What follows belongs to an exercise in optimizing a design on an open flow for small area; a production flow would make more cautious choices. The RTL was checked by simulation tests, not by an equivalence proof against the original design. The clock port is modelled as an ideal driver; clocking choices that lean on that would not hold on a real chip. No activity file was given, so power comes from the tool's default toggle rates.

Design top, start of the top module:
module top (clk,rst,addr_in,wr_in,sel,data_in,
  wr_out1,addr_out1,data_out1,wr_out2,addr_out2,data_out2,
  wr_out3,addr_out3,data_out3,wr_out4,addr_out4,data_out4,
  wr_out5,addr_out5,data_out5,wr_out6,addr_out6,data_out6,
  psel1,psel2,psel3,psel4,psel5,psel6);
==> module apb_master, before the edit <==
module apb_master (clk, rst, sel, addr_in, latch, acc_n, sel_port);
  input clk;
  input rst;
  input sel;
  input [11:0] addr_in;
  output latch;
  output acc_n;
  output reg [2:0] sel_port;
  reg [2:0] t;
  reg m;
  wire stuck = t[2] & t[1] & ~t[0] & ~m & ~sel;    
  always @(posedge clk or negedge rst)
    if (!rst) begin
      t <= 3'b000;
      m <= 1'b0;
    end else begin
      t <= {t[1], t[0], (~t[2] & (t[1] | t[0] | sel)) | stuck};
      m <= (t[1] | t[0]) & (m | sel);
    end
  assign latch = ~m;
  assign acc_n = ~(t[2] & t[1] & ~t[0]);
  always @(posedge clk)
    if (latch)
      sel_port <= addr_in[10:8];
endmodule
clock: 5.0 ns
lec_check: 0
abc_area: 1
cap_margin: 0
core_margin: 2
core_utilization: 40
slew_margin: 0
synth_hierarchical: 1
standard.sh (not shown) runs the stock make flow with config.mk's settings and CLKGATE_MAP_FILE= SYNTH_SCRIPT=/design/flow/synth_recipe.tcl, a recipe that flattens the netlist after the stock synthesis.
==> flow/flow/run.sh <==
#!/bin/bash
# The standard layout (standard.sh: unchanged synthesis and ORFS steps),
# with these changes, made through ORFS's own variables and step hooks:
#  - port buffers are the smallest buffer cell (buf_1), not the cell
#    buffer_ports picks by default;
#  - before repair_design, combinational cells with a fanout of at most
#    DOWNSIZE_MAX_FANOUT are set to their smallest drive strength
#    (downsize.tcl); repair_design sizes up what needs it;
#  - the clock tree is built by clocktree.tcl: a small root buffer on the
#    clock port feeding a few leaf buffers, the smallest choice in
#    CLK_OPTIONS that keeps the registers' estimated clock slew within
#    CLK_MAX_SLEW_NS.
#    TritonCTS is then pointed at the clock port's net, which only feeds the
#    root buffer, so it adds nothing. The rest of the CTS step (legalisation,
#    timing repair) runs as usual.
set -o pipefail
here=$(cd "$(dirname "$0")" && pwd)
export BUFFER_PORTS_ARGS="-buffer_cell sky130_fd_sc_hd__buf_1"
export PRE_RESIZE_TCL=$here/downsize.tcl
export DOWNSIZE_MAX_FANOUT=4
export PRE_CTS_TCL=$here/clocktree.tcl
export CLK_OPTIONS="2:sky130_fd_sc_hd__buf_12 3:sky130_fd_sc_hd__buf_8 2:sky130_fd_sc_hd__clkbuf_16 3:sky130_fd_sc_hd__buf_12"
export CLK_MAX_SLEW_NS=0.118
export CLK_ROOT_CELL=sky130_fd_sc_hd__clkbuf_1
export CTS_ARGS="-dont_use_dummy_load -clk_nets clk"
bash standard.sh > standard.log 2>&1
Other scripts of this flow, unchanged in this note and not shown: flow/flow/clocktree.tcl, flow/flow/downsize.tcl
Change:
--- a/flow/design.v
+++ b/flow/design.v
@@ -8,15 +8,15 @@
   output reg [2:0] sel_port;
   reg [2:0] t;
-  reg m;
-  wire stuck = t[2] & t[1] & ~t[0] & ~m & ~sel;    
+  reg m_n;    
+  wire stuck = t[2] & t[1] & ~t[0] & m_n & ~sel;    
   always @(posedge clk or negedge rst)
     if (!rst) begin
       t <= 3'b000;
-      m <= 1'b0;
+      m_n <= 1'b1;
     end else begin
       t <= {t[1], t[0], (~t[2] & (t[1] | t[0] | sel)) | stuck};
-      m <= (t[1] | t[0]) & (m | sel);
+      m_n <= ~((t[1] | t[0]) & (~m_n | sel));
     end
-  assign latch = ~m;
+  assign latch = m_n;
   assign acc_n = ~(t[2] & t[1] & ~t[0]);
   always @(posedge clk)
Total power decreases by 0.75%.
Combinational power went down by about 0.8%.
First-iteration DRC count goes down by 16%.
Worst hold slack improves by 0.072 ns.
Worst setup slack improved by 0.13 ns.
Critical path depth came out higher by 1.
Register-to-register slack stays flat.
Synthesized cell count does not change.
Routed wire length came out lower by about 1.2%.
Design area is about the same.

========
== willow ==
top, a different RTL version from the one above (not shown whole).
Size: roughly 430 cells after synthesis, about 320 I/O pins, ~3200 sq um of cells after synthesis.
==> module apb_master, before the edit <==
module apb_master (clk, rst, sel, addr_in, latch, acc, sel_port);
  input clk;
  input rst;
  input sel;
  input [11:0] addr_in;
  output latch;
  output acc;
  output reg [2:0] sel_port;
  reg [2:0] t;
  reg m;
  wire hold = (~t[2] & ~t[0] & ~sel) | (t[2] & ~t[1] & ~m);
  always @(posedge clk or negedge rst)
    if (!rst) begin
      t <= 3'b000;
      m <= 1'b0;
    end else begin
      if (!hold)
        t <= {t[1], t[0], ~t[2]};
      m <= (t[1] | t[0]) & (m | sel);
    end
  assign latch = ~m;
  assign acc   = t[1] & ~t[0];
  always @(posedge clk)
    if (latch)
      sel_port <= addr_in[10:8];
endmodule
clock: 5.0 ns
lec_check: 0
abc_area: 1
cap_margin: 0
core_margin: 2
core_utilization: 40
slew_margin: 0
==> flow/flow/run.sh <==
#!/bin/bash
set -o pipefail
export BUFFER_PORTS_ARGS="-buffer_cell sky130_fd_sc_hd__buf_1"
export CTS_ARGS="-sink_clustering_enable -repair_clock_nets -dont_use_dummy_load -buf_list {sky130_fd_sc_hd__clkbuf_4 sky130_fd_sc_hd__clkbuf_8} -sink_clustering_size 30"
bash standard.sh > standard.log 2>&1
The inputs of ember differ from those of willow as listed below.
-- flow/design.v --
<<< willow, line 7
  output acc;
  output reg [2:0] sel_port;
  reg [2:0] t;
  reg m;
  wire hold = (~t[2] & ~t[0] & ~sel) | (t[2] & ~t[1] & ~m);
  always @(posedge clk or negedge rst)
    if (!rst) begin
      t <= 3'b000;
      m <= 1'b0;
    end else begin
      if (!hold)
        t <= {t[1], t[0], ~t[2]};
      m <= (t[1] | t[0]) & (m | sel);
    end
  assign latch = ~m;
  assign acc   = t[1] & ~t[0];
  always @(posedge clk)
    if (latch)
>>> ember, line 7
  output acc;
  output reg [2:0] sel_port;
  localparam [3:0] IDLE  = 4'd0,   
                   S0    = 4'd1,   
                   S1    = 4'd2,   
                   S2    = 4'd3,   
                   S3    = 4'd4,   
                   S4    = 4'd5,   
                   A0    = 4'd6,   
                   A1    = 4'd7,   
                   A2    = 4'd8,   
                   W     = 4'd9,   
                   DEAD  = 4'd10;  
  reg [3:0] state;
  always @(posedge clk or negedge rst)
    if (!rst)
      state <= IDLE;
    else
      case (state)
        IDLE:    state <= sel ? S0 : IDLE;
        S0:      state <= sel ? A0 : S1;
        S1:      state <= sel ? A1 : S2;
        S2:      state <= sel ? A2 : S3;
        S3:      state <= sel ? W  : S4;
        S4:      state <= sel ? DEAD : S4;
        A0:      state <= A1;
        A1:      state <= A2;
        A2:      state <= W;
        W:       state <= IDLE;
        default: state <= DEAD;
      endcase
  assign latch = (state == S0) | (state == S1) | (state == S2) |
                 (state == S3) | (state == S4);
  assign acc   = (state == S3) | (state == A2);
  always @(posedge clk)
    if (latch)
--- outcome ---
- Between ember and willow, it is ember whose portion of total power attributed to the clock network is higher, by 19 points.
- Inverter count, ember and willow: higher on ember
- Depth of the most critical reg-to-reg path, ember and willow: larger value in ember
- willow consumes more power than ember.
- Routability congestion estimate went down slightly going from willow to ember.
- Remaining max-slew budget at the tightest pin (higher): willow
- NOTE wire length willow->ember increased by a little under 10%
- Post-route cell area went up by a few percent going from willow to ember.
- Looking only at critical path depth, and setting everything else aside, the higher value of ember and willow goes to willow.
- ember packs its core more loosely than willow.

-- afterwards: timing with drivers on the ports --
How much do the figures lean on ideal ports? The routed layouts below were timed once more, with nothing changed but the port constraints. Step 1 assumes that a clkbuf_16 drives the clock port and a buf_2 every other input. Step 2 times the ports against the registers' clock, not the clock port: input delays grow and output delays shrink by t, the midpoint of the rising clock arrivals with the driver on. Three values: ideal ports, drivers, drivers and shift; two values: the first two.
run | shift t [ns] | setup slack, ns | worst hold slack (ns)
the first run of note 1 | 0.547 | 1.826 / 1.794 / 2.341 | 0.284 / 0.302 / 0.408
the second run of note 1 | 0.478 | 1.956 / 1.924 / 2.402 | 0.357 / 0.372 / 0.433
willow | 0.325 | 1.651 / 1.619 / 1.944 | 0.420 / 0.420 / 0.420
ember | 0.331 | 1.596 / 1.564 / 1.894 | 0.424 / 0.424 / 0.424
After both steps every run listed still meets setup and hold.
